Background: an optimization exercise with open tools, aiming at small area, a short achievable clock period and few clock cycles per item. Do not read the settings as production practice. No run shown here included a check of the RTL's function; only the layout flow was run. Power and IR drop assume default switching activity.

==> flow/design.v, too long to show whole: its modules and the start of the top module <==
// module gf16_inv: 23 lines
// module aes_sbox_n: 119 lines
// module subbytes: 18 lines
// module shiftrows_addkey: 134 lines
// module mixcolumns_addkey: 593 lines
// module g_xor2: 1 lines
// module g_xnor2: 1 lines
// module g_nand2: 1 lines
// module g_nor2: 1 lines
// module g_nand2b: 1 lines
// module g_mux2i: 1 lines
// module mux128_n: 135 lines
// module aes_inmux: 272 lines
// module aes_datapath: 12 lines
// module key_expansion: 280 lines
// module key_sbox: 6 lines
// module aes_controller: 14 lines
// module aes_top: 45 lines
module aes_top (
    input          clk,
    input          rst_n,
    input          start,
    input  [127:0] plaintext,
    input  [127:0] cipher_key,
    output [127:0] ciphertext,
    output         done
);
  // ...
==> flow/run.sh <==
#!/bin/bash
# synth_recipe.tcl (not shown) runs the flow's synth.tcl, then flattens the netlist and writes it again
# the make line also repeats each setting of config.mk as NAME=value (left out here)
make -C /OpenROAD-flow-scripts/flow DESIGN_CONFIG=/design/flow/config.mk WORK_HOME=/design/flow/orfs CLKGATE_MAP_FILE= SYNTH_SCRIPT=/design/flow/synth_recipe.tcl finish
==> flow/config.mk <==
export PLATFORM = sky130hd
export DESIGN_NAME = aes_top
export DESIGN_NICKNAME = aes_top
export VERILOG_FILES = /design/flow/design.v
export SDC_FILE = /design/flow/constraint.sdc
export NUM_CORES = 8
export LEC_CHECK = 0
export ABC_AREA = 0
export CAP_MARGIN = 20
export CORE_MARGIN = 2
export CORE_UTILIZATION = 40
export SLEW_MARGIN = 20
export SYNTH_HIERARCHICAL = 1
export SYNTH_MINIMUM_KEEP_SIZE = 0
==> flow/constraint.sdc <==
create_clock -name core_clock -period 7.0 [get_ports {clk}]
set_input_delay 1.4000 -clock core_clock [delete_from_list [all_inputs] [get_ports {clk}]]
set_output_delay 1.4000 -clock core_clock [all_outputs]
set_load 0.01 [all_outputs]
==> results.json, run 1 <==
{
  "status": "complete, no violations",
  "setup_viol": 0,
  "crit_family": "XOR/XNOR gates",
  "met2_usage_pct": 46.7,
  "place.gp.congestion": 0.975,
  "holdPathEnd": "rc[5]",
  "netlist.area_leader.share_pct": 47.9,
  "ys_async_sr_fraction_pct": 3.76,
  "syn2layout_area_growth_pct": 28.2,
  "synth_common_cells": "xor2_1, nand2_1, xnor2_1, dfxtp_1, mux2i_1",
  "die_h_um": 320,
  "postRouteAntennaNets": 0,
  "seq_power_uw": 1510,
  "synthXorXnorAreaFrac_pct": 58.4,
  "power.density_nw_per_um2": 79.1,
  "yosys.area_share.adder_pct": 4.38,
  "cts_buffers": 38,
  "r2r_end": "r_q[107]",
  "setup_tns_ns": 0,
  "min_path_type": "register to register",
  "synth_most_common_cell": "xor2_1",
  "worstPathArrival_ns": 6.90,
  "yosysWarningCount": 8,
  "cts.path.max_buffers": 3,
  "ctsResizeCount": 0,
  "multi_input_gates": 3872,
  "cts_setup_buffers": 0,
  "critPathMaxFanout": 32,
  "grt_util_met3_pct": 3.60,
  "peakVddDrop_mv": 0.122,
  "cp_slowest_cell": "dfstp_4",
  "synth.area.top_cells": "xor2_1, dfxtp_1, xnor2_1, mux2i_1, nand2_1",
  "drt_pass1_iterations": 5
}
==> module aes_sbox_n, before the edit <==
module aes_sbox_n(
    input [7:0] a,
    output [7:0] y
);
  wire n1, n2, n3, n4, n5, n6, n7, n8, n9, n10, n11, n12, n13, n14, n15, n16;
  wire n17, n18, n19, n20, n21, n22, n23, n24, n25, n26, n27, n28, n29, n30, n31, n32;
  wire n33, n34, n35, n36, n37, n38, n39, n40, n41, n42, n43, n44, n45, n46, n47, n48;
  wire n49, n50, n51, n52, n53, n54, n55, n56, n57, n58, n59, n60, n61, n62, n63, n64;
  wire n65, n66, n67, n68, n69, n70, n71, n72, n73, n74, n75, n76, n77, n78, n79, n80;
  wire n81, n82, n83, n84, n85, n86, n87, n88, n89, n90, n91, n92, n93, n94, n95, n96;
  wire n97, n98, n99, n100, n101, n102, n103, n104, n105, n106, n107;
  g_xor2 un1 (.a(a[7]), .b(a[4]), .y(n1));
  g_xor2 un2 (.a(a[7]), .b(a[2]), .y(n2));
  g_xor2 un3 (.a(a[7]), .b(a[1]), .y(n3));
  g_xor2 un4 (.a(a[4]), .b(a[2]), .y(n4));
  g_xor2 un5 (.a(a[3]), .b(a[1]), .y(n5));
  g_xor2 un6 (.a(n1), .b(n5), .y(n6));
  g_xor2 un7 (.a(a[6]), .b(a[5]), .y(n7));
  g_xnor2 un8 (.a(a[0]), .b(n6), .y(n8));
  g_xnor2 un9 (.a(a[0]), .b(n7), .y(n9));
  g_xor2 un10 (.a(n6), .b(n7), .y(n10));
  g_xor2 un11 (.a(a[6]), .b(a[2]), .y(n11));
  g_xor2 un12 (.a(a[5]), .b(a[2]), .y(n12));
  g_xor2 un13 (.a(n3), .b(n4), .y(n13));
  g_xor2 un14 (.a(n6), .b(n11), .y(n14));
  g_xor2 un15 (.a(n5), .b(n11), .y(n15));
  g_xor2 un16 (.a(n5), .b(n12), .y(n16));
  g_xor2 un17 (.a(n9), .b(n16), .y(n17));
  g_xor2 un18 (.a(a[4]), .b(a[0]), .y(n18));
  g_xor2 un19 (.a(n7), .b(n18), .y(n19));
  g_xor2 un20 (.a(n1), .b(n19), .y(n20));
  g_xor2 un21 (.a(a[1]), .b(a[0]), .y(n21));
  g_xor2 un22 (.a(n7), .b(n21), .y(n22));
  g_xor2 un23 (.a(n2), .b(n22), .y(n23));
  g_xor2 un24 (.a(n2), .b(n10), .y(n24));
  g_xor2 un25 (.a(n20), .b(n17), .y(n25));
  g_xor2 un26 (.a(n3), .b(n16), .y(n26));
  g_xor2 un27 (.a(n1), .b(n12), .y(n27));
  g_nand2 un28 (.a(n13), .b(n6), .y(n28));
  g_nand2 un29 (.a(n23), .b(n8), .y(n29));
  g_xnor2 un30 (.a(n14), .b(n28), .y(n30));
  g_nand2b un31 (.a(n19), .b(a[0]), .y(n31));
  g_xor2 un32 (.a(n31), .b(n28), .y(n32));
  g_nand2 un33 (.a(n3), .b(n16), .y(n33));
  g_nand2 un34 (.a(n22), .b(n9), .y(n34));
  g_xnor2 un35 (.a(n26), .b(n33), .y(n35));
  g_nand2 un36 (.a(n20), .b(n17), .y(n36));
  g_xor2 un37 (.a(n36), .b(n33), .y(n37));
  g_nand2 un38 (.a(n1), .b(n15), .y(n38));
  g_nand2 un39 (.a(n4), .b(n27), .y(n39));
  g_xor2 un40 (.a(n39), .b(n38), .y(n40));
  g_nand2 un41 (.a(n2), .b(n10), .y(n41));
  g_xor2 un42 (.a(n41), .b(n38), .y(n42));
  g_xnor2 un43 (.a(n30), .b(n29), .y(n43));
  g_xor2 un44 (.a(n32), .b(n24), .y(n44));
  g_xnor2 un45 (.a(n35), .b(n34), .y(n45));
  g_xor2 un46 (.a(n37), .b(n42), .y(n46));
  g_xor2 un47 (.a(n43), .b(n40), .y(n47));
  g_xor2 un48 (.a(n44), .b(n42), .y(n48));
  g_xor2 un49 (.a(n45), .b(n40), .y(n49));
  g_xor2 un50 (.a(n46), .b(n25), .y(n50));
  gf16_inv un51 (.a({n47, n48, n49, n50}), .y({n59, n58, n57, n56, n55, n54, n53, n52, n51}));
  g_nand2 un60 (.a(n58), .b(n6), .y(n60));
  g_nand2 un61 (.a(n54), .b(n8), .y(n61));
  g_nand2b un62 (.a(n53), .b(a[0]), .y(n62));
  g_nand2 un63 (.a(n57), .b(n16), .y(n63));
  g_nand2 un64 (.a(n52), .b(n9), .y(n64));
  g_nand2 un65 (.a(n51), .b(n17), .y(n65));
  g_nand2 un66 (.a(n56), .b(n15), .y(n66));
  g_nand2 un67 (.a(n59), .b(n27), .y(n67));
  g_nand2 un68 (.a(n55), .b(n10), .y(n68));
  g_nand2 un69 (.a(n58), .b(n13), .y(n69));
  g_nand2 un70 (.a(n54), .b(n23), .y(n70));
  g_nand2 un71 (.a(n53), .b(n19), .y(n71));
  g_nand2 un72 (.a(n57), .b(n3), .y(n72));
  g_nand2 un73 (.a(n52), .b(n22), .y(n73));
  g_nand2 un74 (.a(n51), .b(n20), .y(n74));
  g_nand2 un75 (.a(n56), .b(n1), .y(n75));
  g_nand2 un76 (.a(n59), .b(n4), .y(n76));
  g_nand2 un77 (.a(n55), .b(n2), .y(n77));
  g_xor2 un78 (.a(n75), .b(n76), .y(n78));
  g_xor2 un79 (.a(n64), .b(n70), .y(n79));
  g_xor2 un80 (.a(n60), .b(n62), .y(n80));
  g_xor2 un81 (.a(n61), .b(n69), .y(n81));
  g_xor2 un82 (.a(n68), .b(n72), .y(n82));
  g_xor2 un83 (.a(n63), .b(n75), .y(n83));
  g_xnor2 un84 (.a(n76), .b(n83), .y(n84));
  g_xnor2 un85 (.a(n60), .b(n81), .y(n85));
  g_xor2 un86 (.a(n65), .b(n73), .y(n86));
  g_xor2 un87 (.a(n66), .b(n67), .y(n87));
  g_xnor2 un88 (.a(n67), .b(n82), .y(n88));
  g_xnor2 un89 (.a(n74), .b(n80), .y(n89));
  g_xor2 un90 (.a(n62), .b(n65), .y(n90));
  g_xnor2 un91 (.a(n64), .b(n78), .y(n91));
  g_xor2 un92 (.a(n66), .b(n75), .y(n92));
  g_xnor2 un93 (.a(n69), .b(n79), .y(n93));
  g_xnor2 un94 (.a(n70), .b(n78), .y(n94));
  g_xnor2 un95 (.a(n71), .b(n79), .y(n95));
  g_xnor2 un96 (.a(n72), .b(n86), .y(n96));
  g_xnor2 un97 (.a(n77), .b(n82), .y(n97));
  g_xor2 un98 (.a(n78), .b(n79), .y(n98));
  g_xor2 un99 (.a(n79), .b(n85), .y(n99));
  g_xor2 un100 (.a(n81), .b(n90), .y(n100));
  g_xor2 un101 (.a(n96), .b(n80), .y(n101));
  g_xor2 un102 (.a(n93), .b(n87), .y(n102));
  g_xor2 un103 (.a(n84), .b(n88), .y(n103));
  g_xor2 un104 (.a(n85), .b(n87), .y(n104));
  g_xor2 un105 (.a(n86), .b(n88), .y(n105));
  g_xor2 un106 (.a(n89), .b(n92), .y(n106));
  g_xor2 un107 (.a(n89), .b(n95), .y(n107));
  g_xor2 un108 (.a(n84), .b(n102), .y(y[7]));
  g_xnor2 un109 (.a(n94), .b(n104), .y(y[6]));
  g_xnor2 un110 (.a(n97), .b(n106), .y(y[5]));
  g_xor2 un111 (.a(n84), .b(n99), .y(y[4]));
  g_xor2 un112 (.a(n98), .b(n100), .y(y[3]));
  g_xor2 un113 (.a(n103), .b(n107), .y(y[2]));
  g_xnor2 un114 (.a(n91), .b(n105), .y(y[1]));
  g_xnor2 un115 (.a(n84), .b(n101), .y(y[0]));
endmodule
==> run 2: changes to the inputs <==
--- a/flow/design.v
+++ b/flow/design.v
@@ -1,26 +1,3 @@
-module gf16_inv(input [3:0] a, output reg [8:0] y);
-  always @(*) begin
-    case (a)
-      4'h0: y = 9'h000;
-      4'h1: y = 9'h03c;
-      4'h2: y = 9'h198;
-      4'h3: y = 9'h1a4;
-      4'h4: y = 9'h033;
-      4'h5: y = 9'h0ca;
-      4'h6: y = 9'h197;
-      4'h7: y = 9'h0f6;
-      4'h8: y = 9'h152;
-      4'h9: y = 9'h15d;
-      4'ha: y = 9'h0c5;
-      4'hb: y = 9'h16e;
-      4'hc: y = 9'h161;
-      4'hd: y = 9'h0f9;
-      4'he: y = 9'h1ab;
-      4'hf: y = 9'h00f;
-      default: y = 9'h000;
-    endcase
-  end
-endmodule
 module aes_sbox_n(
     input [7:0] a,
     output [7:0] y
@@ -31,7 +8,8 @@
   wire n49, n50, n51, n52, n53, n54, n55, n56, n57, n58, n59, n60, n61, n62, n63, n64;
   wire n65, n66, n67, n68, n69, n70, n71, n72, n73, n74, n75, n76, n77, n78, n79, n80;
   wire n81, n82, n83, n84, n85, n86, n87, n88, n89, n90, n91, n92, n93, n94, n95, n96;
-  wire n97, n98, n99, n100, n101, n102, n103, n104, n105, n106, n107;
+  wire n97, n98, n99, n100, n101, n102, n103, n104, n105, n106, n107, n108, n109, n110, n111, n112;
+  wire n113, n114, n115, n116, n117, n118, n119, n120;
   g_xor2 un1 (.a(a[7]), .b(a[4]), .y(n1));
   g_xor2 un2 (.a(a[7]), .b(a[2]), .y(n2));
   g_xor2 un3 (.a(a[7]), .b(a[1]), .y(n3));
@@ -82,63 +60,84 @@
   g_xor2 un48 (.a(n44), .b(n42), .y(n48));
   g_xor2 un49 (.a(n45), .b(n40), .y(n49));
   g_xor2 un50 (.a(n46), .b(n25), .y(n50));
-  gf16_inv un51 (.a({n47, n48, n49, n50}), .y({n59, n58, n57, n56, n55, n54, n53, n52, n51}));
-  g_nand2 un60 (.a(n58), .b(n6), .y(n60));
-  g_nand2 un61 (.a(n54), .b(n8), .y(n61));
-  g_nand2b un62 (.a(n53), .b(a[0]), .y(n62));
-  g_nand2 un63 (.a(n57), .b(n16), .y(n63));
-  g_nand2 un64 (.a(n52), .b(n9), .y(n64));
-  g_nand2 un65 (.a(n51), .b(n17), .y(n65));
-  g_nand2 un66 (.a(n56), .b(n15), .y(n66));
-  g_nand2 un67 (.a(n59), .b(n27), .y(n67));
-  g_nand2 un68 (.a(n55), .b(n10), .y(n68));
-  g_nand2 un69 (.a(n58), .b(n13), .y(n69));
-  g_nand2 un70 (.a(n54), .b(n23), .y(n70));
-  g_nand2 un71 (.a(n53), .b(n19), .y(n71));
-  g_nand2 un72 (.a(n57), .b(n3), .y(n72));
-  g_nand2 un73 (.a(n52), .b(n22), .y(n73));
-  g_nand2 un74 (.a(n51), .b(n20), .y(n74));
-  g_nand2 un75 (.a(n56), .b(n1), .y(n75));
-  g_nand2 un76 (.a(n59), .b(n4), .y(n76));
-  g_nand2 un77 (.a(n55), .b(n2), .y(n77));
-  g_xor2 un78 (.a(n75), .b(n76), .y(n78));
-  g_xor2 un79 (.a(n64), .b(n70), .y(n79));
-  g_xor2 un80 (.a(n60), .b(n62), .y(n80));
-  g_xor2 un81 (.a(n61), .b(n69), .y(n81));
-  g_xor2 un82 (.a(n68), .b(n72), .y(n82));
-  g_xor2 un83 (.a(n63), .b(n75), .y(n83));
-  g_xnor2 un84 (.a(n76), .b(n83), .y(n84));
-  g_xnor2 un85 (.a(n60), .b(n81), .y(n85));
-  g_xor2 un86 (.a(n65), .b(n73), .y(n86));
-  g_xor2 un87 (.a(n66), .b(n67), .y(n87));
-  g_xnor2 un88 (.a(n67), .b(n82), .y(n88));
-  g_xnor2 un89 (.a(n74), .b(n80), .y(n89));
-  g_xor2 un90 (.a(n62), .b(n65), .y(n90));
-  g_xnor2 un91 (.a(n64), .b(n78), .y(n91));
-  g_xor2 un92 (.a(n66), .b(n75), .y(n92));
-  g_xnor2 un93 (.a(n69), .b(n79), .y(n93));
-  g_xnor2 un94 (.a(n70), .b(n78), .y(n94));
-  g_xnor2 un95 (.a(n71), .b(n79), .y(n95));
-  g_xnor2 un96 (.a(n72), .b(n86), .y(n96));
-  g_xnor2 un97 (.a(n77), .b(n82), .y(n97));
-  g_xor2 un98 (.a(n78), .b(n79), .y(n98));
-  g_xor2 un99 (.a(n79), .b(n85), .y(n99));
-  g_xor2 un100 (.a(n81), .b(n90), .y(n100));
-  g_xor2 un101 (.a(n96), .b(n80), .y(n101));
-  g_xor2 un102 (.a(n93), .b(n87), .y(n102));
-  g_xor2 un103 (.a(n84), .b(n88), .y(n103));
-  g_xor2 un104 (.a(n85), .b(n87), .y(n104));
-  g_xor2 un105 (.a(n86), .b(n88), .y(n105));
-  g_xor2 un106 (.a(n89), .b(n92), .y(n106));
-  g_xor2 un107 (.a(n89), .b(n95), .y(n107));
-  g_xor2 un108 (.a(n84), .b(n102), .y(y[7]));
-  g_xnor2 un109 (.a(n94), .b(n104), .y(y[6]));
-  g_xnor2 un110 (.a(n97), .b(n106), .y(y[5]));
-  g_xor2 un111 (.a(n84), .b(n99), .y(y[4]));
-  g_xor2 un112 (.a(n98), .b(n100), .y(y[3]));
-  g_xor2 un113 (.a(n103), .b(n107), .y(y[2]));
-  g_xnor2 un114 (.a(n91), .b(n105), .y(y[1]));
-  g_xnor2 un115 (.a(n84), .b(n101), .y(y[0]));
+  g_xor2 un51 (.a(n49), .b(n50), .y(n51));
+  g_nand2 un52 (.a(n49), .b(n47), .y(n52));
+  g_xnor2 un53 (.a(n48), .b(n52), .y(n53));
+  g_xor2 un54 (.a(n47), .b(n48), .y(n54));
+  g_xnor2 un55 (.a(n50), .b(n52), .y(n55));
+  g_nand2 un56 (.a(n55), .b(n54), .y(n56));
+  g_nand2 un57 (.a(n53), .b(n51), .y(n57));
+  g_nand2 un58 (.a(n47), .b(n50), .y(n58));
+  g_nand2b un59 (.a(n54), .b(n58), .y(n59));
+  g_xnor2 un60 (.a(n54), .b(n52), .y(n60));
+  g_nand2 un61 (.a(n48), .b(n49), .y(n61));
+  g_nand2b un62 (.a(n51), .b(n61), .y(n62));
+  g_xnor2 un63 (.a(n51), .b(n52), .y(n63));
+  g_xnor2 un64 (.a(n48), .b(n56), .y(n64));
+  g_xnor2 un65 (.a(n59), .b(n60), .y(n65));
+  g_xnor2 un66 (.a(n50), .b(n57), .y(n66));
+  g_xnor2 un67 (.a(n62), .b(n63), .y(n67));
+  g_xor2 un68 (.a(n65), .b(n67), .y(n68));
+  g_xor2 un69 (.a(n64), .b(n66), .y(n69));
+  g_xor2 un70 (.a(n64), .b(n65), .y(n70));
+  g_xor2 un71 (.a(n66), .b(n67), .y(n71));
+  g_xor2 un72 (.a(n69), .b(n68), .y(n72));
+  g_nand2 un73 (.a(n71), .b(n6), .y(n73));
+  g_nand2 un74 (.a(n67), .b(n8), .y(n74));
+  g_nand2b un75 (.a(n66), .b(a[0]), .y(n75));
+  g_nand2 un76 (.a(n70), .b(n16), .y(n76));
+  g_nand2 un77 (.a(n65), .b(n9), .y(n77));
+  g_nand2 un78 (.a(n64), .b(n17), .y(n78));
+  g_nand2 un79 (.a(n69), .b(n15), .y(n79));
+  g_nand2 un80 (.a(n72), .b(n27), .y(n80));
+  g_nand2 un81 (.a(n68), .b(n10), .y(n81));
+  g_nand2 un82 (.a(n71), .b(n13), .y(n82));
+  g_nand2 un83 (.a(n67), .b(n23), .y(n83));
+  g_nand2 un84 (.a(n66), .b(n19), .y(n84));
+  g_nand2 un85 (.a(n70), .b(n3), .y(n85));
+  g_nand2 un86 (.a(n65), .b(n22), .y(n86));
+  g_nand2 un87 (.a(n64), .b(n20), .y(n87));
+  g_nand2 un88 (.a(n69), .b(n1), .y(n88));
+  g_nand2 un89 (.a(n72), .b(n4), .y(n89));
+  g_nand2 un90 (.a(n68), .b(n2), .y(n90));
+  g_xor2 un91 (.a(n88), .b(n89), .y(n91));
+  g_xor2 un92 (.a(n77), .b(n83), .y(n92));
+  g_xor2 un93 (.a(n73), .b(n75), .y(n93));
+  g_xor2 un94 (.a(n74), .b(n82), .y(n94));
+  g_xor2 un95 (.a(n81), .b(n85), .y(n95));
+  g_xor2 un96 (.a(n76), .b(n88), .y(n96));
+  g_xnor2 un97 (.a(n89), .b(n96), .y(n97));
+  g_xnor2 un98 (.a(n73), .b(n94), .y(n98));
+  g_xor2 un99 (.a(n78), .b(n86), .y(n99));
+  g_xor2 un100 (.a(n79), .b(n80), .y(n100));
+  g_xnor2 un101 (.a(n80), .b(n95), .y(n101));
+  g_xnor2 un102 (.a(n87), .b(n93), .y(n102));
+  g_xor2 un103 (.a(n75), .b(n78), .y(n103));
+  g_xnor2 un104 (.a(n77), .b(n91), .y(n104));
+  g_xor2 un105 (.a(n79), .b(n88), .y(n105));
+  g_xnor2 un106 (.a(n82), .b(n92), .y(n106));
+  g_xnor2 un107 (.a(n83), .b(n91), .y(n107));
+  g_xnor2 un108 (.a(n84), .b(n92), .y(n108));
+  g_xnor2 un109 (.a(n85), .b(n99), .y(n109));
+  g_xnor2 un110 (.a(n90), .b(n95), .y(n110));
+  g_xor2 un111 (.a(n91), .b(n92), .y(n111));
+  g_xor2 un112 (.a(n92), .b(n98), .y(n112));
+  g_xor2 un113 (.a(n94), .b(n103), .y(n113));
+  g_xor2 un114 (.a(n109), .b(n93), .y(n114));
+  g_xor2 un115 (.a(n106), .b(n100), .y(n115));
+  g_xor2 un116 (.a(n97), .b(n101), .y(n116));
+  g_xor2 un117 (.a(n98), .b(n100), .y(n117));
+  g_xor2 un118 (.a(n99), .b(n101), .y(n118));
+  g_xor2 un119 (.a(n102), .b(n105), .y(n119));
+  g_xor2 un120 (.a(n102), .b(n108), .y(n120));
+  g_xor2 un121 (.a(n97), .b(n115), .y(y[7]));
+  g_xnor2 un122 (.a(n107), .b(n117), .y(y[6]));
+  g_xnor2 un123 (.a(n110), .b(n119), .y(y[5]));
+  g_xor2 un124 (.a(n97), .b(n112), .y(y[4]));
+  g_xor2 un125 (.a(n111), .b(n113), .y(y[3]));
+  g_xor2 un126 (.a(n116), .b(n120), .y(y[2]));
+  g_xnor2 un127 (.a(n104), .b(n118), .y(y[1]));
+  g_xnor2 un128 (.a(n97), .b(n114), .y(y[0]));
 endmodule
 module subbytes(input [127:0] x_n, output [127:0] y);
   aes_sbox_n s0 (.a(x_n[127:120]), .y(y[127:120]));
==> results.json, run 2 <==
{
  "clockRootBuffer": "clkbuf_16",
  "diodes": 0,
  "cap_violations": 0,
  "ctsResizeCount": 0,
  "synthDistinctLibCells": 18,
  "grt_max_degree": 45,
  "min_path_type": "register to register",
  "pwr-share-clk_pct": 51.8,
  "multi_input_area_um2": 33000,
  "drt-total-wl_um": 136000,
  "peakVddDrop_mv": 0.140,
  "dpl.hpwl_um": 119000,
  "worstPathArrival_ns": 6.97,
  "cts.path.max_buffers": 3,
  "wl_per_cell_um": 22.2,
  "status": "complete, no violations",
  "netlist.area_leader.share_pct": 55.5,
  "final_common_cell": "xor2_1",
  "worstPathBufferInverterCount": 1,
  "ys_seq_elements": 266,
  "hold_start": "rc[4]",
  "io_buffers": 387,
  "viasPerCell": 4.75,
  "synth_top_family_by_area": "XOR/XNOR gates",
  "crit_family": "XOR/XNOR gates",
  "rsz0062_at_grt": "false",
  "leakage_uw": 0.0198,
  "grt_pass1_wl_um": 196000,
  "yosys.area.top_type": "xor2_1",
  "sw_frac_of_total_pct": 24.2,
  "syn_avg_cell_area_um2": 8.79,
  "synth_area_um2": 36800,
  "setup_viol": 0,
  "vias": 29100,
  "seqPwrFrac_pct": 40.5,
  "synth_compound_area_share_pct": 0.0204,
  "cts_setup_buffers": 0,
  "synth_common_cells": "xor2_1, xnor2_1, nand2_1, dfxtp_1, mux2i_1",
  "cp-startpoint": "r_q[47]",
  "core-area_um2": 91400,
  "final_util_pct": 51.8,
  "fmax_mhz": 154,
  "setup_tns_ns": 0,
  "grt_util_all_layers_pct": 28.2,
  "final.min_clock_period_ns": 6.48,
  "syn2layout_area_growth_pct": 28.7,
  "cp-end-kind": "register",
  "cp_slowest_cell": "xor2_1",
  "clk_pin_slew_ns": 0.06,
  "cp.required_ns": 7.49,
  "ys_async_sr_fraction_pct": 3.76,
  "io_pins": 388,
  "max_stage_delay_ns": 0.57,
  "synth_edf_count": 0,
  "finalClockSkew_ns": 0.0186,
  "crit_top_cell": "xor2_1",
  "drt_pass1_iterations": 5,
  "grt_pass1_vias": 29900,
  "cts_tree": "yes",
  "combPwrFrac_pct": 7.7,
  "yosysWarningCount": 7,
  "worst_slew_pin_slew_ns": 1.08,
  "synth_mux_area_share_pct": 6.97,
  "hold_buffers": 0,
  "ff_latch_area_um2": 5380,
  "place.gp.congestion": 1.01,
  "fin_nets": 5164,
  "clock_latency_ns": 0.57,
  "p_int_uw": 2830,
  "layout-drive-gt1-share_pct": 11.7,
  "final_cell_mix": "xor2_1, nand2_1, xnor2_1, clkdlybuf4s50_1, buf_4",
  "power.density_nw_per_um2": 79.1,
  "die_w_um": 307,
  "synth_nets": 4440,
  "synth_cells": 4181,
  "fillers": 8707,
  "relSlewSlack_pct": 26.0,
  "drv_slew": 0,
  "reg.largest.list": "k_q (128), r_q (128), rc (8)",
  "ys_seq_area_share_pct": 14.6,
  "num_rows": 111,
  "switching_power_uw": 907,
  "synthFlopType": "dfxtp_1",
  "overflow": 0,
  "yosys.area_share.simple_pct": 7.74,
  "die_h_um": 307,
  "synth_most_common_cell": "xor2_1",
  "period_share_pct": 92.6,
  "crit_type": "register to register",
  "rr_startpoint": "r_q[47]",
  "synthXorXnorAreaFrac_pct": 70.6,
  "cp_cell_sequence": "xor2_1 > xor2_1 > xor2_1 > mux2i_1 > buf_4 > xor2_1 > xor2_1 > xor2_1 > nand2_1 > xor2_1 > xor2_1 > xor2_2 > xor2_1 > nand2b_1 > xnor2_2 > xor2_1 > xor2_1 > nand2_1 > xnor2_2 > xor2_1 > xor2_1",
  "critPathMaxFanout": 5,
  "die_area_um2": 94300,
  "cts_buffers": 36,
  "dr.first_iter.drc_count": 1743,
  "start_kind": "register",
  "yosys.area_share.adder_pct": 0,
  "postRouteAntennaNets": 0,
  "numClockSinks": 266,
  "start_util_pct": 40.2,
  "synth.area.top_cells": "xor2_1, xnor2_1, dfxtp_1, mux2i_1, nand2_1",
  "antenna_found_initial": 2,
  "cts-htree-levels": 2,
  "drc": 0,
  "finalHoldViolations": 0
}
[run 2: per-layer routing]
metal / GRT usage (%) / share of wire [%] / vias to the layer above
met2: 47.6 / 47 / 798
met1: 37.5 / 45 / 13900
met3: 3.32 / 5.0 / 149
met5: 0 / 0.0096 / -
met4: 8.97 / 3.5 / 2
li1: - / - / 14300
[run 2: path summary, 6_finish.rpt]
path	to	slack [ns]	cells past startpoint
hold / removal	rc[5]	0.57	1
setup / recovery	r_q[114]	0.52	21
min in group asynchronous	rc[6]	1.17	1
hold reg to reg	rc[5]	0.57	1
max in group asynchronous	idle	5.48	1
setup reg to reg	r_q[114]	0.52	21
[run 2: logic make-up (layout without fill, tap and decap cells)]
family                    Yosys count  in the layout
xor gates and xnor gates         2963           2963
AOI/OAI and AO/OA                   1              1
muxes                             256            256
buffers and inverters               3            752
DFF                               266            266
and+or+nand+nor                   692            692
[run 2: power groups by stage]
| stage | Combinational [uW] | Clock [uW] | Sequential, uW |
|---|---|---|---|
| 6_report | 289 | 1940 | 1510 |
| 5_1_grt | 294 | 2030 | 1510 |
| 4_1_cts | 287 | 1970 | 1510 |
| 3_5_place_dp | 285 | 0 | 1550 |
| 3_3_place_gp | 288 | 0 | 1550 |
| 2_1_floorplan | 49.6 | 0 | 1550 |
[run 2: per-module statistics from Yosys (local to each module, per instance), excerpt]
module	cell area, um2	flip-flops and latches
aes_controller	145	0
aes_top	5380	266
g_mux2i	10.0	0
g_nand2	3.75	0
g_nand2b	6.26	0
g_xnor2	8.76	0
g_xor2	8.76	0
[run 2: layout make-up]
type | instances | share of cell area [%]
repair buffers | 688 | 13.1
clock inverters | 15 | 0.381
well taps | 1186 | 3.14
inverters | 1 | 0.00794
clock buffers | 48 | 2.20
multi-input cells | 3912 | 69.8
flip-flops and latches | 266 | 11.4
[run 2: through the flow]
| step | cells | worst slack [ns] | power, uW | cell area (um2) | hold WS, ns |
|---|---|---|---|---|---|
| after floorplan | 4181 | -0.601 | 1600 | 38400 | 0.543 |
| after global placement | 6053 | 0.170 | 1840 | 46100 | 0.574 |
| after detailed placement | 6053 | 0.0860 | 1830 | 46100 | 0.573 |
| after CTS | 6116 | 0.586 | 3770 | 47300 | 0.573 |
| after global routing | 6116 | 0.0607 | 3840 | 47300 | 0.582 |
| final | 6116 | 0.520 | 3740 | 47300 | 0.572 |
==> run 3: changes to the inputs <==
--- a/flow/config.mk
+++ b/flow/config.mk
@@ -9,6 +9,7 @@
 export CAP_MARGIN = 20
 export CORE_MARGIN = 2
 export CORE_UTILIZATION = 40
+export SETUP_SLACK_MARGIN = 1.0
 export SLEW_MARGIN = 20
 export SYNTH_HIERARCHICAL = 1
 export SYNTH_MINIMUM_KEEP_SIZE = 0
==> results.json, run 3 <==
{
  "crit_family": "XOR/XNOR gates",
  "numClockSinks": 266,
  "dpl.hpwl_um": 119000,
  "synth.area.top_cells": "xor2_1, xnor2_1, dfxtp_1, mux2i_1, nand2_1",
  "final.min_clock_period_ns": 5.96,
  "reg.largest.list": "k_q (128), r_q (128), rc (8)",
  "cp-end-kind": "register",
  "finalHoldViolations": 0,
  "min_path_type": "register to register",
  "core-area_um2": 91400,
  "place.gp.congestion": 1.01,
  "grt_pass1_vias": 30200,
  "grt_max_degree": 51,
  "start_kind": "input pin",
  "vias": 30100,
  "final_common_cell": "xor2_1",
  "grt_util_all_layers_pct": 28.2,
  "synth_most_common_cell": "xor2_1",
  "antenna_found_initial": 1,
  "viasPerCell": 4.79,
  "status": "complete, no violations",
  "cp.required_ns": 7.43,
  "layout-drive-gt1-share_pct": 24.0,
  "clock_latency_ns": 0.57,
  "synthFlopType": "dfxtp_1",
  "drt-total-wl_um": 140000,
  "cts.path.max_buffers": 3,
  "relSlewSlack_pct": 27.5,
  "yosys.area_share.simple_pct": 7.74,
  "dr.first_iter.drc_count": 1837,
  "clockRootBuffer": "clkbuf_16",
  "synthDistinctLibCells": 18,
  "r2r_slack_ns": 1.22,
  "drv_slew": 0,
  "synthXorXnorAreaFrac_pct": 70.6,
  "postRouteAntennaNets": 0,
  "cts_buffers": 36,
  "period_share_pct": 85.1,
  "ys_seq_elements": 266,
  "clk_pin_slew_ns": 0.06,
  "synth_edf_count": 0,
  "yosys.area.top_type": "xor2_1",
  "syn2layout_area_growth_pct": 44.1,
  "ys_async_sr_fraction_pct": 3.76,
  "synth_mux_area_share_pct": 6.97,
  "rsz0062_at_grt": "true",
  "leakage_uw": 0.0219,
  "cts_tree": "yes",
  "worstPathArrival_ns": 6.38,
  "netlist.area_leader.share_pct": 55.5,
  "finalClockSkew_ns": 0.0185,
  "fin_cells": 6270,
  "fin_nets": 5314,
  "stdcell_area_um2": 53000,
  "die_w_um": 307,
  "grt_pass1_wl_um": 196000,
  "worst_slew_pin_slew_ns": 1.08,
  "fillers": 8102,
  "cts-htree-levels": 2,
  "ys_seq_area_share_pct": 14.6,
  "synth_compound_area_share_pct": 0.0204,
  "p_total_uw": 3920,
  "io_pins": 388,
  "die_area_um2": 94300,
  "place_area_um2": 46400,
  "placedCellCount": 6056,
  "yosys.area_share.adder_pct": 0,
  "final_cell_mix": "xor2_1, nand2_1, xnor2_1, buf_4, clkdlybuf4s50_1",
  "critPathMaxFanout": 4,
  "overflow": 0,
  "worstPathBufferInverterCount": 6,
  "start_util_pct": 40.2,
  "setup_viol": 0,
  "fmax_mhz": 168,
  "synth_cells": 4181,
  "peakVddDrop_mv": 0.129,
  "drc": 0,
  "drt_pass1_iterations": 5,
  "cp_slowest_cell": "clkdlybuf4s50_1",
  "syn_avg_cell_area_um2": 8.79,
  "io_buffers": 387,
  "worst_slack_ns": 1.04,
  "cap_violations": 0,
  "synth_area_um2": 36800,
  "synth_nets": 4440,
  "max_stage_delay_ns": 0.50,
  "cp_cell_sequence": "clkdlybuf4s50_1 > mux2i_2 > xor2_1 > buf_4 > xor2_1 > buf_4 > xor2_1 > xnor2_1 > xnor2_1 > xor2_1 > buf_4 > nand2_2 > buf_4 > xnor2_1 > xnor2_1 > buf_4 > xor2_4 > xor2_4 > nand2_2 > xor2_4 > xor2_2 > xnor2_2 > xor2_1 > xor2_1",
  "power.density_nw_per_um2": 74.0,
  "synth_top_family_by_area": "XOR/XNOR gates",
  "yosysWarningCount": 7,
  "pre_cts_slack_ns": 0.167,
  "setup_tns_ns": 0,
  "crit_top_cell": "xor2_1",
  "synth_common_cells": "xor2_1, xnor2_1, nand2_1, dfxtp_1, mux2i_1",
  "crit_type": "input pin to register",
  "die_h_um": 307,
  "num_rows": 111,
  "wl_per_cell_um": 22.4
}
-- run 3: cell counts after synthesis --
No cell type changed its count.
-- run 3: power by group --
part | internal, uW | switching (uW) | leakage, uW
clock network | 1270 | 811 | 0.000643
registers | 1510 | 0 | 0.00227
logic | 168 | 152 | 0.0190
total | 2960 | 963 | 0.0219
-- run 3: through the flow --
step / utilization (%) / hold WS, ns
final: 58.0 / 0.575
after global routing: 58.0 / 0.595
after CTS: 52.8 / 0.574
after detailed placement: 50.8 / 0.565
after global placement: 50.8 / 0.559
after floorplan: - / 0.543
-- run 3: Yosys stat by module, one instance, submodules excluded, a selection --
module | flip-flops and latches | cell area (um2) | copies in the design | cells
aes_top | 266 | 5380 | 1 | 266
g_xnor2 | 0 | 8.76 | 632 | 1
aes_controller | 0 | 145 | 1 | 19
g_mux2i | 0 | 10.0 | 256 | 1
g_nand2b | 0 | 6.26 | 80 | 1
g_nand2 | 0 | 3.75 | 600 | 1
g_xor2 | 0 | 8.76 | 2328 | 1
-- run 3: path summary, 6_finish.rpt --
check                                    start      end  cells after the start
worst max-delay path            cipher_key[11]  k_q[22]                     24
worst min-delay path                     rc[6]    rc[7]                      1
worst max register to register            idle  k_q[22]                     24
worst min register to register           rc[6]    rc[7]                      1
max in group asynchronous                rst_n    rc[0]                      1
min in group asynchronous                rst_n    rc[1]                      1
-- run 3: kinds of logic (layout without fill, tap and decap cells) --
kind of cell | after synthesis | count (layout)
AOI/OAI and AO/OA | 1 | 1
other | 0 | 1
muxes | 256 | 256
and+or+nand+nor | 692 | 692
DFF | 266 | 266
buffers and inverters | 3 | 905
xor gates and xnor gates | 2963 | 2963
-- run 3: what timing repair did --
action / in CTS / in global routing
hold buffers: 0 / 0
hold endpoints to repair: 0 / 0
setup buffers: 13 / 133
gates resized for setup: 79 / 504
pin swaps: 10 / 144
endpoints found under the setup margin: 127 / 252
cloned: 0 / 1
-- run 3: final cells by class --
| type | instances | area (um2) | area share [%] |
|---|---|---|---|
| Inverter | 1 | 3.75 | 0.00709 |
| Tap cell | 1186 | 1480 | 2.80 |
| Multi-Input combinational cell | 3912 | 37300 | 70.4 |
| Clock buffer | 42 | 985 | 1.86 |
| Antenna cell | 1 | 2.50 | 0.00473 |
| Timing Repair Buffer | 838 | 7470 | 14.1 |
| Clock inverter | 24 | 322 | 0.607 |
| Sequential cell | 266 | 5390 | 10.2 |
-- run 3: metal layers --
layer	share of wire, %	track usage, %	vias up
met4	3.2	7.95	0
li1	-	-	14300
met2	47	46.8	962
met5	0	0	-
met3	5.9	3.14	189
met1	44	38.5	14600
==> run 4: changes to the inputs <==
--- a/flow/config.mk
+++ b/flow/config.mk
@@ -9,7 +9,7 @@
 export CAP_MARGIN = 20
 export CORE_MARGIN = 2
 export CORE_UTILIZATION = 40
-export SETUP_SLACK_MARGIN = 1.0
+export SETUP_SLACK_MARGIN = 0.5
 export SLEW_MARGIN = 20
 export SYNTH_HIERARCHICAL = 1
 export SYNTH_MINIMUM_KEEP_SIZE = 0
==> results.json, run 4 <==
{
  "status": "complete, no violations",
  "ys_seq_area_share_pct": 14.6,
  "worst_slack_ns": 0.730,
  "cts.path.max_buffers": 3,
  "hold_buffers": 0,
  "postRouteAntennaNets": 0,
  "place.gp.congestion": 1.01,
  "finalClockSkew_ns": 0.0163,
  "yosys.area.top_type": "xor2_1",
  "syn_avg_cell_area_um2": 8.79,
  "p_total_uw": 3890,
  "synth_most_common_cell": "xor2_1",
  "dpl.hpwl_um": 119000,
  "clk_pin_slew_ns": 0.06,
  "vias": 29200,
  "start_util_pct": 40.2,
  "drt-total-wl_um": 136000,
  "wl_met3_um": 6740,
  "ys_seq_elements": 266,
  "grt_util_all_layers_pct": 28.1,
  "fmax_mhz": 159,
  "die_h_um": 307,
  "critPathMaxFanout": 4,
  "synth_area_um2": 36800,
  "viasPerCell": 4.77,
  "peakVddDrop_mv": 0.128,
  "cts_buffers": 36,
  "final_common_cell": "xor2_1",
  "num_rows": 111,
  "synth_common_cells": "xor2_1, xnor2_1, nand2_1, dfxtp_1, mux2i_1",
  "synth_edf_count": 0,
  "wl_met2_um": 62800,
  "io_buffers": 387,
  "min_path_type": "register to register",
  "overflow": 0,
  "worstRegToRegCells": 21,
  "cap_violations": 0,
  "clock_latency_ns": 0.57,
  "synth_cells": 4181,
  "routed.top_layer": "met4",
  "leakage_uw": 0.0201,
  "cp.required_ns": 7.45,
  "final.min_clock_period_ns": 6.27,
  "cp-end-kind": "register",
  "rsz0062_at_grt": "true",
  "power.density_nw_per_um2": 81.0,
  "pre_cts_slack_ns": 0.167,
  "fin_nets": 5168,
  "core-area_um2": 91400,
  "ys_async_sr_fraction_pct": 3.76,
  "io_pins": 388,
  "antenna_found_initial": 2,
  "cts-htree-levels": 2,
  "crit_type": "input pin to register",
  "whs_path_depth": 1,
  "worst_slew_pin_slew_ns": 1.12,
  "setup_tns_ns": 0,
  "r2r_slack_ns": 0.80,
  "synthFlopType": "dfxtp_1",
  "setup_viol": 0,
  "synth.area.top_cells": "xor2_1, xnor2_1, dfxtp_1, mux2i_1, nand2_1",
  "grt_pass1_wl_um": 195000,
  "wl_met1_um": 62700,
  "clockRootBuffer": "clkbuf_16",
  "start_kind": "input pin",
  "die_w_um": 307,
  "grt_pass1_vias": 30100,
  "final_cell_mix": "xor2_1, nand2_1, xnor2_1, clkdlybuf4s50_1, buf_4",
  "stdcell_area_um2": 48000,
  "period_share_pct": 89.6,
  "syn2layout_area_growth_pct": 30.5,
  "finalHoldViolations": 0,
  "worstPathArrival_ns": 6.72,
  "numClockSinks": 266,
  "dr.first_iter.drc_count": 1944,
  "reg.largest.list": "k_q (128), r_q (128), rc (8)",
  "drv_slew": 0,
  "relSlewSlack_pct": 24.8,
  "layout-drive-gt1-share_pct": 13.6,
  "grt_max_degree": 51,
  "netlist.area_leader.share_pct": 55.5,
  "synth_nets": 4440,
  "yosysWarningCount": 7,
  "drt_pass1_iterations": 5,
  "die_area_um2": 94300,
  "place_area_um2": 46400,
  "drc": 0,
  "wl_per_cell_um": 22.2,
  "cts_tree": "yes",
  "synthDistinctLibCells": 18
}
-- run 4: changes by cell type in the layout (fill, tap and decap cells not counted), moves of 19 or more --
cell / before / now
buf_4: 434 / 298
clkdlybuf4s50_1: 368 / 387
xor2_1: 1915 / 2166
xnor2_1: 482 / 532
mux2i_4: 47 / 3
mux2i_2: 42 / 11
xor2_4: 52 / 1
xnor2_2: 132 / 99
xor2_2: 361 / 161
nand2_1: 560 / 580
mux2i_1: 167 / 242
-- run 4: what timing repair did --
action / CTS / global route
setup buffers: 0 / 1
gates resized for setup: 0 / 39
setup endpoints to repair: 0 / 62
-- run 4: layout make-up --
type	instances	area, um2
sequential	266	5380
fill	8667	43400
clock inverter	24	322
tap	1186	1480
inverter	1	3.75
antenna	2	5.00
clock buffer	42	985
timing repair buffer	692	6250
multi-input combinational	3912	33500
-- run 4: cell families (layout without fill, tap and decap cells) --
family | after synthesis | in the layout | synth area share, %
xor gates and xnor gates | 2963 | 2963 | 70.6
AOI/OAI and AO/OA | 1 | 1 | 0.0204
and+or+nand+nor | 692 | 692 | 7.74
DFF | 266 | 266 | 14.6
muxes | 256 | 256 | 6.97
buffers and inverters | 3 | 759 | 0.0510
other | 0 | 2 | 0
-- run 4: Yosys stat by module (local to each module, per instance), a selection --
module | times used | cell area [um2]
aes_controller | 1 | 145
aes_top | 1 | 5380
g_mux2i | 256 | 10.0
g_nand2 | 600 | 3.75
g_nand2b | 80 | 6.26
g_xnor2 | 632 | 8.76
g_xor2 | 2328 | 8.76
-- run 4: path summary, 6_finish.rpt --
kind                           startpoint        to
setup / recovery           cipher_key[21]   k_q[27]
hold / removal                      rc[1]     rc[2]
setup reg to reg                     idle  k_q[103]
hold reg to reg                     rc[1]     rc[2]
max in group asynchronous           rst_n     rc[0]
min in group asynchronous           rst_n     rc[2]
-- run 4: metal layers --
layer	track usage (%)	vias up
li1	-	14200
met1	38.5	14100
met2	46.7	772
met3	3.11	150
met4	7.61	0
met5	0	-
-- run 4: through the flow --
step | hold slack (ns) | utilization (%) | instances
6_report | 0.575 | 52.5 | 6125
3_3_place_gp | 0.559 | 50.8 | 6056
4_1_cts | 0.574 | 52.2 | 6122
5_1_grt | 0.595 | 52.5 | 6123
3_5_place_dp | 0.565 | 50.8 | 6056
2_1_floorplan | 0.543 | - | 4181
-- run 4: critical path, cell delays in order --
cell	delay (ns)
clkdlybuf4s50_1	0.55
mux2i_1	0.22
buf_4	0.18
xor2_1	0.18
buf_4	0.15
xor2_1	0.21
xor2_1	0.31
nand2_1	0.12
xnor2_1	0.25
xor2_1	0.28
nand2_1	0.22
xnor2_1	0.22
nand2_1	0.09
xnor2_1	0.26
xor2_1	0.35
xor2_1	0.25
nand2_2	0.15
xor2_2	0.27
xor2_1	0.26
xor2_2	0.14
buf_4	0.17
xor2_1	0.18
xor2_1	0.29
-- run 4: where the power goes --
group	internal, uW	total [uW]	switching [uW]
registers	1510	1510	0
clock network	1270	2080	805
logic	162	294	131
total	2950	3890	937
==> run 5: changes to the inputs <==
--- a/flow/config.mk
+++ b/flow/config.mk
@@ -9,7 +9,7 @@
 export CAP_MARGIN = 20
 export CORE_MARGIN = 2
 export CORE_UTILIZATION = 40
-export SETUP_SLACK_MARGIN = 0.5
+export GPL_TIMING_DRIVEN = 0
 export SLEW_MARGIN = 20
 export SYNTH_HIERARCHICAL = 1
 export SYNTH_MINIMUM_KEEP_SIZE = 0
==> results.json, run 5 <==
{
  "status": "complete, no violations",
  "wl_per_cell_um": 22.7,
  "numClockSinks": 266,
  "die_h_um": 307,
  "grt_pass1_wl_um": 189000,
  "overflow": 0,
  "ys_seq_area_share_pct": 14.6,
  "yosys.area.top_type": "xor2_1",
  "grt_max_degree": 49,
  "cp_cell_sequence": "buf_16 > buf_16 > buf_16 > mux2i_4 > xor2_4 > xor2_4 > xor2_2 > nand2_1 > xor2_2 > xor2_1 > xor2_2 > xor2_1 > nand2b_1 > xnor2_2 > xor2_1 > xor2_1 > nand2_1 > xnor2_2 > xor2_2 > xnor2_4 > xnor2_1 > xor2_2",
  "synthFlopType": "dfxtp_1",
  "cts.path.max_buffers": 3,
  "fin_cells": 5866,
  "cp_slowest_cell": "dfstp_4",
  "cp.required_ns": 7.38,
  "ys_seq_elements": 266,
  "synth.area.top_cells": "xor2_1, xnor2_1, dfxtp_1, mux2i_1, nand2_1",
  "critPathMaxFanout": 25,
  "placedCellCount": 5759,
  "io_buffers": 387,
  "synth_common_cells": "xor2_1, xnor2_1, nand2_1, dfxtp_1, mux2i_1",
  "r2r_end": "k_q[41]",
  "rr_startpoint": "idle",
  "drv_slew": 0,
  "setup_viol": 0,
  "ys_async_sr_fraction_pct": 3.76,
  "yosysWarningCount": 7,
  "worstPathArrival_ns": 7.22,
  "period_share_pct": 97.6,
  "final.min_clock_period_ns": 6.83,
  "rsz0062_at_grt": "true",
  "die_area_um2": 94300,
  "start_kind": "register",
  "cts_tree": "yes",
  "postRouteAntennaNets": 0,
  "drt_pass1_iterations": 5,
  "worst_slew_pin_slew_ns": 1.13,
  "io_pins": 388,
  "vias": 28100,
  "power.density_nw_per_um2": 77.4,
  "place.gp.congestion": 0.983,
  "leakage_uw": 0.0189,
  "finalHoldViolations": 0,
  "start_util_pct": 40.2,
  "synth_most_common_cell": "xor2_1",
  "relSlewSlack_pct": 24.1,
  "final_cell_mix": "xor2_1, nand2_1, xnor2_1, clkdlybuf4s50_1, dfxtp_1",
  "max_stage_delay_ns": 0.64,
  "reg.largest.list": "k_q (128), r_q (128), rc (8)",
  "cp-end-kind": "register",
  "synth_edf_count": 0,
  "peakVddDrop_mv": 0.123,
  "crit_type": "register to register",
  "hold_buffers": 0,
  "syn2layout_area_growth_pct": 26.7,
  "min_path_type": "register to register",
  "dr.first_iter.drc_count": 1690,
  "clockRootBuffer": "clkbuf_16",
  "cp-startpoint": "idle",
  "grt_util_all_layers_pct": 27.3,
  "clk_pin_slew_ns": 0.07,
  "dpl.hpwl_um": 114000,
  "drc": 0,
  "worstRegToRegCells": 22,
  "layout-drive-gt1-share_pct": 9.04,
  "clock_latency_ns": 0.56,
  "synth_nets": 4440,
  "netlist.area_leader.share_pct": 55.5,
  "grt_pass1_vias": 28600,
  "cts_buffers": 34,
  "num_rows": 111,
  "synth_area_um2": 36800,
  "synthDistinctLibCells": 18,
  "core-area_um2": 91400,
  "fmax_mhz": 146,
  "crit_top_cell": "xor2_2",
  "cp-endpoint": "k_q[41]",
  "drt-total-wl_um": 133000,
  "finalClockSkew_ns": 0.0305,
  "setup_tns_ns": 0,
  "cap_violations": 0,
  "final_common_cell": "xor2_1",
  "viasPerCell": 4.79,
  "die_w_um": 307,
  "syn_avg_cell_area_um2": 8.79,
  "fin_nets": 4914,
  "antenna_found_initial": 1,
  "cts-htree-levels": 2,
  "synth_cells": 4181,
  "r2r_slack_ns": 0.17
}
## run 5: cell counts after synthesis
No cell type changed its count.
## run 5: logic make-up (layout without fill, tap and decap cells)
kind of cell,Yosys count,after routing,share of synthesized area (%)
xor+xnor,2963,2963,70.6
simple gates,692,692,7.74
flops,266,266,14.6
mux,256,256,6.97
buf+inv,3,501,0.0510
compound gates,1,1,0.0204
other cells,0,1,0
## run 5: how the worst min path moves through the flow
stage          startpoint     to  slack, ns  depth (start not counted)
3_3_place_gp        rc[4]  rc[5]       0.59                          1
2_1_floorplan       rc[4]  rc[5]       0.54                          1
5_1_grt             rc[4]  rc[5]       0.62                          1
6_report            rc[1]  rc[2]       0.60                          1
3_5_place_dp        rc[4]  rc[5]       0.59                          1
4_1_cts             rc[4]  rc[5]       0.60                          1
## run 5: area by class of cell
class,count,area [um2]
clock inverters,15,128
plain buffers,2,15.0
repair buffers,438,4480
multi-input cells,3912,34100
inverters,1,3.75
clock buffers,45,996
well taps,1186,1480
flip-flops and latches,266,5380
fillers,8638,44800
diodes,1,2.50
## run 5: worst max-delay path, delay by kind of cell (launching register included)
kind | cells | cell delay (ns)
XOR/XNOR | 15 | 4.29
AND/OR/NAND/NOR | 3 | 0.46
buffers and inverters | 3 | 0.73
multiplexers | 1 | 0.42
flip-flops | 1 | 0.64
## run 5: per-layer routing
layer  track usage, %  vias up  routed length [um]
li1                 -    13700                   -
met1             36.3    13400               59100
met2             45.9      796               62200
met3             3.25      133                6790
met4             9.29        0                4750
met5                0        -                   0
## run 5: per-stage QoR
stage	util [%]	worst slack, ns	hold slack, ns	cell area, um2	power (uW)
3_3_place_gp	47.9	-3.42	0.586	43800	1840
6_report	51.0	0.169	0.599	46600	3610
2_1_floorplan	-	-0.601	0.543	38400	1600
3_5_place_dp	48.0	-1.47	0.590	43900	1840
4_1_cts	50.0	0.0209	0.598	45700	3630
5_1_grt	51.0	-0.0361	0.617	46600	3700
## run 5: power by group
part	internal [uW]	switching [uW]
clock network	1050	750
logic	161	133
registers	1510	0
total	2720	883
## run 5: timing repair
item                       in CTS  in global routing
setup endpoints to repair     129                 95
setup buffers                  16                 26
gates cloned                    3                  1
resized for setup              61                 80
pin swaps                      10                 16
## run 5: Yosys stat by module (local to each module, per instance), excerpt
module | copies in the design | cells | flops+latches | cell area [um2]
aes_top | 1 | 266 | 266 | 5380
aes_controller | 1 | 19 | 0 | 145
g_mux2i | 256 | 1 | 0 | 10.0
g_xnor2 | 632 | 1 | 0 | 8.76
g_xor2 | 2328 | 1 | 0 | 8.76
g_nand2b | 80 | 1 | 0 | 6.26
g_nand2 | 600 | 1 | 0 | 3.75
==> run 6: changes to the inputs <==
==> flow/flow/run.sh (new file) <==
#!/bin/bash
# The standard layout (standard.sh), with smaller port buffers: every input
# and output port still gets its own buffer, but a buf_1 instead of the
# default clkdlybuf4s50_1.
set -euo pipefail
bash standard.sh "BUFFER_PORTS_ARGS=-buffer_cell sky130_fd_sc_hd__buf_1" finish > layout.log 2>&1
==> flow/standard.sh (new file) <==
#!/bin/bash
# synth_recipe.tcl (not shown) runs the flow's synth.tcl, then flattens the netlist and writes it again
# the make line also repeats each setting of config.mk as NAME=value (left out here)
make -C /OpenROAD-flow-scripts/flow DESIGN_CONFIG=/design/flow/config.mk WORK_HOME=/design/flow/orfs CLKGATE_MAP_FILE= SYNTH_SCRIPT=/design/flow/synth_recipe.tcl "${@:-finish}"
--- a/flow/config.mk
+++ b/flow/config.mk
@@ -9,7 +9,7 @@
 export CAP_MARGIN = 20
 export CORE_MARGIN = 2
 export CORE_UTILIZATION = 40
-export GPL_TIMING_DRIVEN = 0
+export SETUP_SLACK_MARGIN = 0.5
 export SLEW_MARGIN = 20
 export SYNTH_HIERARCHICAL = 1
 export SYNTH_MINIMUM_KEEP_SIZE = 0
removed: flow/run.sh
==> results.json, run 6 <==
{
  "synth_most_common_cell": "xor2_1",
  "worstPathBufferInverterCount": 7,
  "ys_seq_area_share_pct": 14.6,
  "synth_nets": 4440,
  "netlist.area_leader.share_pct": 55.5,
  "yosysWarningCount": 7,
  "numClockSinks": 266,
  "multi_input_area_um2": 33800,
  "cp.required_ns": 7.44,
  "overflow": 0,
  "crit_type": "register to register",
  "drt_pass1_iterations": 5,
  "pre_cts_slack_ns": 0.0439,
  "finalHoldViolations": 0,
  "holdWs_ns": 0.591,
  "fillers": 8959,
  "place_area_um2": 43000,
  "fmax_mhz": 160,
  "dpl.hpwl_um": 119000,
  "cp_slowest_cell": "dfstp_4",
  "relSlewSlack_pct": 26.7,
  "cts-htree-levels": 2,
  "diodes": 0,
  "power.density_nw_per_um2": 83.9,
  "grt_pass1_wl_um": 195000,
  "grt_pass1_vias": 29300,
  "crit_top_cell": "xor2_1",
  "max_stage_delay_ns": 0.81,
  "die_area_um2": 94300,
  "place.gp.congestion": 1.02,
  "antenna_found_initial": 1,
  "cts_tree": "yes",
  "reg.largest.list": "k_q (128), r_q (128), rc (8)",
  "dr.first_iter.drc_count": 2049,
  "start_kind": "register",
  "worst_slack_ns": 0.759,
  "ys_seq_elements": 266,
  "placedCellCount": 5925,
  "ff_latch_area_um2": 5390,
  "num_rows": 111,
  "die_w_um": 307,
  "final_cell_mix": "xor2_1, nand2_1, xnor2_1, buf_1, dfxtp_1",
  "worst_slew_pin_slew_ns": 1.09,
  "cp-startpoint": "idle",
  "synth_cells": 4181,
  "stdcell_area_um2": 44800,
  "setup_viol": 0,
  "yosys.area.top_type": "xor2_1",
  "final.min_clock_period_ns": 6.24,
  "final_common_cell": "xor2_1",
  "period_share_pct": 89.2,
  "cap_violations": 0,
  "crit_family": "XOR/XNOR gates",
  "fin_cells": 5996,
  "core-area_um2": 91400,
  "viasPerCell": 4.80,
  "rsz0062_at_grt": "true",
  "peakVddDrop_mv": 0.129,
  "status": "complete, no violations",
  "syn_avg_cell_area_um2": 8.79,
  "grt_max_degree": 46,
  "cts.path.max_buffers": 3,
  "critPathMaxFanout": 45,
  "drv_slew": 0,
  "layout-drive-gt1-share_pct": 12.1,
  "leakage_uw": 0.0185,
  "postRouteAntennaNets": 0,
  "min_path_type": "register to register",
  "finalClockSkew_ns": 0.0147,
  "worstPathArrival_ns": 6.68,
  "synth_common_cells": "xor2_1, xnor2_1, nand2_1, dfxtp_1, mux2i_1",
  "syn2layout_area_growth_pct": 21.8,
  "hold_start": "rc[5]",
  "vias": 28800,
  "wl_per_cell_um": 22.7,
  "drc": 0,
  "io_buffers": 387,
  "io_pins": 388,
  "synthDistinctLibCells": 18,
  "die_h_um": 307,
  "ys_async_sr_fraction_pct": 3.76,
  "synthFlopType": "dfxtp_1",
  "cts_buffers": 35,
  "synth.area.top_cells": "xor2_1, xnor2_1, dfxtp_1, mux2i_1, nand2_1",
  "synth_area_um2": 36800,
  "drt-total-wl_um": 136000,
  "cp-end-kind": "register",
  "synth_edf_count": 0,
  "clock_latency_ns": 0.57,
  "rr_startpoint": "idle",
  "fin_nets": 5044,
  "clockRootBuffer": "clkbuf_16",
  "start_util_pct": 40.2,
  "grt_util_all_layers_pct": 28.2,
  "clk_pin_slew_ns": 0.07
}
==> run 6: changes by cell type in the layout (fill, tap and decap cells not counted), sizes merged, moves of 3 or more <==
cell / previous run / this run
clkinvlp: 5 / 2
clkbuf: 47 / 42
buf: 48 / 569
clkinv: 6 / 9
bufinv: 1 / 6
clkdlybuf4s50: 387 / 0
bufbuf: 3 / 0
==> run 6: report_power, final <==
group          switching (uW)  internal [uW]  total, uW
Sequential                  0           1510       1510
Clock                     798           1230       2030
Combinational             141           69.4        210
Total                     939           2820       3760
==> run 6: what timing repair did <==
| action | 4_1_cts | 5_1_grt |
|---|---|---|
| pin swaps | 0 | 1 |
| setup endpoints to repair | 17 | 162 |
| setup buffers | 0 | 9 |
| hold buffers | 0 | 0 |
| resized for setup | 2 | 77 |
==> run 6: metrics by stage <==
step / util (%) / setup TNS (ns) / total power [uW]
3_3_place_gp: 47.0 / 0 / 1750
3_5_place_dp: 47.0 / 0 / 1750
5_1_grt: 49.0 / 0 / 3850
4_1_cts: 48.4 / 0 / 3780
2_1_floorplan: - / -54.81 / 1600
6_report: 49.0 / 0 / 3760
==> run 6: routing by layer <==
layer  part of all wire, %  track usage (%)  vias to the layer above  wire length, um
met5                     0                0                        -                0
met4                   3.4             8.41                        0             4660
met3                   6.1             3.94                      166             8240
met2                    45             45.6                      914            61300
met1                    45             38.8                    13700            61600
li1                      -                -                    14000                -
==> run 6: final cells by class <==
type,instances,area share (%)
flip-flops and latches,266,12.0
inverters,1,0.00838
clock inverters,20,0.628
multi-input cells,3912,75.4
clock buffers,42,2.20
well taps,1186,3.31
repair buffers,569,6.46
==> run 6: logic make-up after synthesis <==
kind of cell,share of synthesized area [%]
muxes,6.97
DFF,14.6
AOI/OAI and AO/OA,0.0204
xor gates and xnor gates,70.6
buffers and inverters,0.0510
and+or+nand+nor,7.74
==> run 6: Yosys stat by module (local to each module, per instance), a selection <==
module	times used	cells
aes_controller	1	19
aes_top	1	266
g_mux2i	256	1
g_nand2	600	1
g_nand2b	80	1
g_xnor2	632	1
g_xor2	2328	1
==> run 6: worst paths after layout <==
path,slack [ns],to,depth (start not counted)
min in group asynchronous,0.81,rc[6],1
hold / removal,0.59,rc[6],1
setup / recovery,0.76,k_q[121],25
hold reg to reg,0.59,rc[6],1
max in group asynchronous,5.80,rc[5],1
setup reg to reg,0.76,k_q[121],25

static timing again, ports no longer ideal:
How much do the figures lean on ideal ports? The routed layouts below were timed once more, with nothing changed but the port constraints.
Step 1: set_driving_cell puts a clkbuf_16 on clk and a buf_2 on each other input, an assumption about the parent block.
Step 2 moves the port delays by t, midway between the first and last clock arrival at a register: inputs arrive t later, outputs are due t later. That takes back most of the time a late clock gives input paths.
a / b / c = ideal ports / drivers / drivers and shift; a / b = the first two.
| run | t, ns | setup WS [ns] | worst setup path after step 2 | pins driven straight from the clock port |
|---|---|---|---|---|
| run 1 | 0.633 | 0.592 / 0.592 / 0.103 | input to register | 1 |
| run 2 | 0.625 | 0.520 / 0.520 / -0.044 | input to register | 1 |
| run 3 | 0.629 | 1.042 / 1.089 / 0.460 | input to register | 1 |
| run 4 | 0.635 | 0.730 / 0.780 / 0.145 | input to register | 1 |
| run 5 | 0.607 | 0.169 / 0.169 / -0.399 | input to register | 1 |
| run 6 | 0.635 | 0.759 / 0.759 / 0.233 | input to register | 1 |
Met with ideal ports but missed after step 2: setup timing in run 2 and run 5. For run 4, which loses most, drivers alone change the setup slack by +0.050 ns; drivers and shift together by -0.585 ns.
